What follows belongs to an exercise in optimizing a design on an open flow for small area and a short achievable clock period; a production flow would make more cautious choices.
Function was not checked in any run shown here: the RTL went through the layout flow alone.
No activity file was given, so power comes from the tool's default toggle rates.

## flow/design.v (module list and top-level ports; edited modules follow where they fit)
// module fir: 1900 lines
// module fa: 4 lines
module fir(
    input clk,
    input signed [15:0] noisy_signal,
    output signed [15:0] filtered_signal
);
  // ...
==> flow/run.sh <==
#!/bin/bash
# synth_recipe.tcl (not shown) runs the flow's synth.tcl, then flattens the netlist and writes it again
# the make line also repeats each setting of config.mk as NAME=value (left out here)
make -C /OpenROAD-flow-scripts/flow DESIGN_CONFIG=/design/flow/config.mk WORK_HOME=/design/flow/orfs CLKGATE_MAP_FILE= SYNTH_SCRIPT=/design/flow/synth_recipe.tcl finish
==> flow/config.mk <==
export PLATFORM = sky130hd
export DESIGN_NAME = fir
export DESIGN_NICKNAME = fir
export VERILOG_FILES = /design/flow/design.v
export SDC_FILE = /design/flow/constraint.sdc
export NUM_CORES = 4
export LEC_CHECK = 0
export CAP_MARGIN = 20
export CORE_MARGIN = 2
export CORE_UTILIZATION = 65
export SETUP_SLACK_MARGIN = 3.7
export SLEW_MARGIN = 20
export SYNTH_HIERARCHICAL = 1
export SYNTH_MINIMUM_KEEP_SIZE = 0
==> flow/constraint.sdc <==
create_clock -name core_clock -period 6.0 [get_ports {clk}]
set_input_delay 1.2000 -clock core_clock [delete_from_list [all_inputs] [get_ports {clk}]]
set_output_delay 1.2000 -clock core_clock [all_outputs]
set_load 0.01 [all_outputs]
==> out/qor.csv, run 1 <==
stage,metric,value,unit
floorplan,rows,64,
detailed_routing,dr_wl_met3,4.85,mm
sta,finalCritPeriodShare,0.429,
final_layout,finalInstanceArea,24000,µm²
floorplan,die_h,181,µm
worst_hold_path,min_to,r4[11]$_DFF_P_,
final_layout,buffers,93,
clock_tree,post_cts_buffers,30,
sta,fin_hold_ws,0.325,ns
pwr,pg_comb,8120,µW
setup_path,end_kind,register,
final_layout,top_area_cell_class,multi-input combinational cells,
synthesis,synthSimpleGateAreaFrac,0.0321,
synthesis,yosys.area.top_type,fa_1,
status,outcome,finished clean,
setup_path,cpPeakStageDelay,0.59,ns
final_layout,clock_buffers,65,
sta,setup-violations-final,0,
placement,place_area,21300,µm²
worst_hold_path,min_path_cells,0,
clock_tree,hold_buffers,0,
global_routing,antenna_found_initial,1,
sta,slew_headroom,0.591,
clock_tree,cts_resized,247,
pwr,leakagePower,0.00971,µW
synthesis,synth_top_family_by_area,adder cells,
global_routing,overflow,0,
sta,finalSetupTns,0,ns
clock_tree,numCtsBuffers,43,
detailed_routing,first_iter_violations,699,
worst_hold_path,hold_class,register to register,
detailed_routing,routedWlPerCell,24.6,µm
clock_tree,cts_root_buf,clkbuf_16,
floorplan,die_w,181,µm
worst_hold_path,min-delay-start,r3[11]$_DFF_P_,
setup_path,cp_max_fo,3,
clock_tree,insertion_delay,0.54,ns
detailed_routing,drtPass1Iterations,6,
synthesis,synth_top_area_frac,0.406,
floorplan,dieArea,32800,µm²
final_layout,seq-cell-share,0.355,
synthesis,synth_nets,1922,
==> inputs of run 2 (changes only) <==
--- a/flow/config.mk
+++ b/flow/config.mk
@@ -8,7 +8,7 @@
 export CAP_MARGIN = 20
 export CORE_MARGIN = 2
 export CORE_UTILIZATION = 65
-export SETUP_SLACK_MARGIN = 3.7
+export SETUP_SLACK_MARGIN = 4.0
 export SLEW_MARGIN = 20
 export SYNTH_HIERARCHICAL = 1
 export SYNTH_MINIMUM_KEEP_SIZE = 0
==> run 2 against run 1 <==
Effect of this change:
- still clean
- sequential share of layout area decreased by 2.0 points
- core utilization is 5.7 points higher
- final cell count is 3.0% higher
- non-clock buffer count rose by 60
- synthesized cell count unchanged
- count of clock-buffer cells in the layout down 2
- sequential power increased by 0.9%
- total power grew 5.0%
- clock power shrank 4%
- register-to-register slack worse by 0.02 ns
- worst setup slack lost 0.018 ns
- largest power group unchanged
==> out/qor.csv, run 2 <==
stage,metric,value,unit,change
pwr,total_power,16300,µW,"was 15,500 µW"
clock_tree,hold_buffers,0,,unchanged
sta,period_minus_slack,2.59,ns,was 2.57 ns
placement,port_buffers,32,,unchanged
global_routing,antenna_found_initial,2,,was 1
setup_path,path_class,register to register,,unchanged
clock_tree,clk_path_buf_depth,3,,unchanged
detailed_routing,drtPass1Iterations,7,,was 6
final_layout,final_core_util,0.839,,was 0.781
clock_tree,htreeDepth,2,,unchanged
final_layout,area_growth,26.4,%,was 17.7%
floorplan,initial_core_util,0.664,,unchanged
synthesis,synth_nets,1922,,unchanged
setup_path,end_kind,register,,unchanged
setup_path,start_kind,register,,unchanged
final_layout,layout_common_cells,"dfxtp_1, fa_2, fa_1",,"was dfxtp_1, fa_1, fa_2"
placement,routabilityCongestion,0.942,,about the same
worst_hold_path,hold_class,register to register,,unchanged
global_routing,grt_pass1_vias,12900,,"was 12,500"
detailed_routing,routedWlPerCell,25.4,µm,was 24.6 µm
synthesis,synth_top_area_frac,0.406,,unchanged
pwr,peakVddDrop,0.394,mV,was 0.371 mV
synthesis,synth_most_common_cell,fa_1,,unchanged
clock_tree,numCtsBuffers,42,,was 43
floorplan,ios,33,,unchanged
final_layout,final_common_cell,dfxtp_1,,unchanged
floorplan,die_w,181,µm,unchanged
sta,setup-violations-final,0,,unchanged
synthesis,synth_cell_types,61,,unchanged
sta,max_slew.worst_pin.slew,0.584,ns,was 0.608 ns
detailed_routing,drc,0,,unchanged
synthesis,synth-seq-cells,410,,unchanged
setup_path,reg2reg_from,r4[1]$_DFF_P_,,was q3_154$_DFF_P_
detailed_routing,ant_nets,0,,unchanged
global_routing,grt_max_degree,16,,was 14
synthesis,synth_flop_cell,dfxtp_1,,unchanged
synthesis,synthTopCellsByArea,"fa_1, dfxtp_1, ha_1",,unchanged
sta,slew_headroom,0.608,,was 0.591
sta,finalSetupTns,0,ns,unchanged
final_layout,nNetsFinal,2113,,"was 2,054"
setup_path,critPathLaunch,r4[1]$_DFF_P_,,was q3_154$_DFF_P_
placement,dpl.hpwl,37.7,mm,was 37.2 mm
pwr,leakagePower,0.0101,µW,was 0.00971 µW
floorplan,die_h,181,µm,unchanged
synthesis,synth_common_cells,"fa_1, dfxtp_1, inv_1",,unchanged
sta,rsz0062_at_grt,true,,unchanged
sta,fin_hold_ws,0.322,ns,was 0.325 ns
global_routing,grt_usage,0.320,,was 0.308
clock_tree,clkTransAtPathRegs,0.07,ns,was 0.06 ns
setup_path,r2r_slack,3.41,ns,was 3.43 ns
final_layout,drive_above_1_share,0.442,,was 0.269
setup_path,rr_worst_depth,5,,was 8
clock_tree,cts.sinks,410,,unchanged
synthesis,syn_area,20400,µm²,unchanged
pwr,powerDensity,631,nW/µm²,was 645 nW/µm²
synthesis,synth_edf_count,0,,unchanged
global_routing,grt_pass1_wl,75.6,mm,was 72.8 mm
setup_path,worstSetupEndpoint,q0_27$_DFF_P_,,was y[13]$_DFF_P_
clock_tree,cts_root_buf,clkbuf_16,,unchanged
sta,clock_skew,0.0163,ns,was 0.0215 ns
sta,finalCritPeriodShare,0.432,,was 0.429
synthesis,syn_inst,1412,,unchanged
flow_run,drv_cap,0,,unchanged
sta,hold_viol,0,,unchanged
floorplan,core_area,30700,µm²,unchanged
setup_path,r2r-end,q0_27$_DFF_P_,,was y[13]$_DFF_P_
sta,fmax,0.386,GHz,was 0.389 GHz
clock_tree,insertion_delay,0.55,ns,was 0.54 ns
synthesis,seq_area_frac_synth,0.402,,unchanged
setup_path,cp.required,6.43,ns,was 6.46 ns
clock_tree,cts_tree,yes,,unchanged
floorplan,dieArea,32800,µm²,unchanged
detailed_routing,first_iter_violations,782,,was 699
detailed_routing,vias,11700,,"was 11,200"
global_routing,overflow,0,,unchanged
final_layout,nFillCells,1494,,"was 1,795"
synthesis,ys_warn_count,7,,unchanged
synthesis,async_reset_ff_frac,0,,unchanged
setup_path,arrival,3.02,ns,was 3.04 ns
setup_path,cp_max_fo,5,,was 3
detailed_routing,drt-vias-per-instance,5.73,,was 5.68
sta,slew_viol_final,0,,unchanged
floorplan,rows,64,,unchanged
detailed_routing,drt-total-wl,51.6,mm,was 48.6 mm
synthesis,yosys.area.top_type,fa_1,,unchanged
synthesis,syn_area_per_cell,14.5,µm²,unchanged
status,outcome,finished clean,,unchanged
[run 2: kinds of logic after synthesis]
family	after synthesis	synth area share
AO/OA/AOI/OAI	190	0.0604
XOR/XNOR	59	0.0253
adder cells (fa/ha/maj)	494	0.455
buffers and inverters	124	0.0245
flip-flops	410	0.402
multiplexers	1	0.000490
AND/OR/NAND/NOR	134	0.0321
[run 2: layout make-up]
cell class / count / area, µm² / share of cell area
Timing Repair Buffer: 153 / 1480 / 0.0572
Clock inverter: 15 / 170 / 0.00660
Inverter: 118 / 447 / 0.0173
Clock buffer: 63 / 1240 / 0.0481
Antenna cell: 1 / 2.50 / 0.0000970
Multi-Input combinational cell: 878 / 13300 / 0.517
Sequential cell: 410 / 8620 / 0.334
Tap cell: 396 / 495 / 0.0192
[run 2: metrics by stage]
stage	std cells	cell area, µm²	setup slack (ns)
after global routing	2033	25800	3.38
after global placement	1834	21700	3.39
after CTS	1991	24800	3.40
after detailed placement	1834	21700	3.37
after floorplan	1412	21000	3.58
final	2034	25800	3.41
[run 2: modules after synthesis, one instance, submodules excluded]
module / cells inside / copies in the design / cell area (µm²) / flip-flops and latches
fa: 1 / 409 / 20.0 / 0
fir: 1003 / 1 / 12200 / 410
[run 2: repair_timing]
item                                    in CTS  in global routing
buffers inserted                            79                 42
endpoints found under the setup margin     187                173
pin swaps                                  128                136
gates resized for setup                    347                152
[run 2: where the power goes]
| part | internal [µW] | switching [µW] |
|---|---|---|
| clock network | 1560 | 1090 |
| registers | 3900 | 768 |
| logic | 4530 | 4430 |
| total | 9990 | 6290 |
[run 2: how the worst min path moves through the flow]
stage,cells after the start,from,to
after floorplan,0,q2_147$_DFF_P_,q3_184$_DFF_P_
after global placement,0,r3[12]$_DFF_P_,r4[12]$_DFF_P_
after detailed placement,0,r5[15]$_DFF_P_,r6[15]$_DFF_P_
after CTS,0,r5[15]$_DFF_P_,r6[15]$_DFF_P_
after global routing,0,r5[15]$_DFF_P_,r6[15]$_DFF_P_
final,0,r5[15]$_DFF_P_,r6[15]$_DFF_P_
[run 2: metal layers]
layer  vias to the layer above  share of wire  global-route usage
met5                         -              0                   0
met4                         0          0.034               0.103
met3                       117          0.088              0.0996
met2                       442           0.47               0.502
met1                      6116           0.41               0.432
li1                       4988              -                   -
[run 2: worst max-delay path: stages, from the launching register on]
cell and delay, ns:
dfxtp_4 0.38, buf_6 0.13, fa_2 0.55, fa_2 0.44, fa_2 0.54, fa_2 0.42

[separate check: timing with driven ports]
The results above use ideal ports. As a check the final layouts listed here were re-extracted and re-timed, cells and wires unchanged.
Step 1, drivers: a clkbuf_16 drives clk and a buf_2 each remaining input, both assumed.
Step 2 times the ports against the registers' clock, not the clock port: input delays grow and output delays shrink by t, the midpoint of the rising clock arrivals with the driver on.
Three values: no drivers, after step 1, after step 2; two values: the first two.
| run | t (ns) | setup slack, ns | worst setup path after step 2 | latest minus earliest clock arrival (ns) |
|---|---|---|---|---|
| run 1 | 0.586 | 3.427 / 3.427 / 3.427 | register to register | 0.022 / 0.022 |
| run 2 | 0.599 | 3.409 / 3.409 / 3.409 | register to register | 0.019 / 0.019 |
After both steps setup and hold are still met in every run listed.
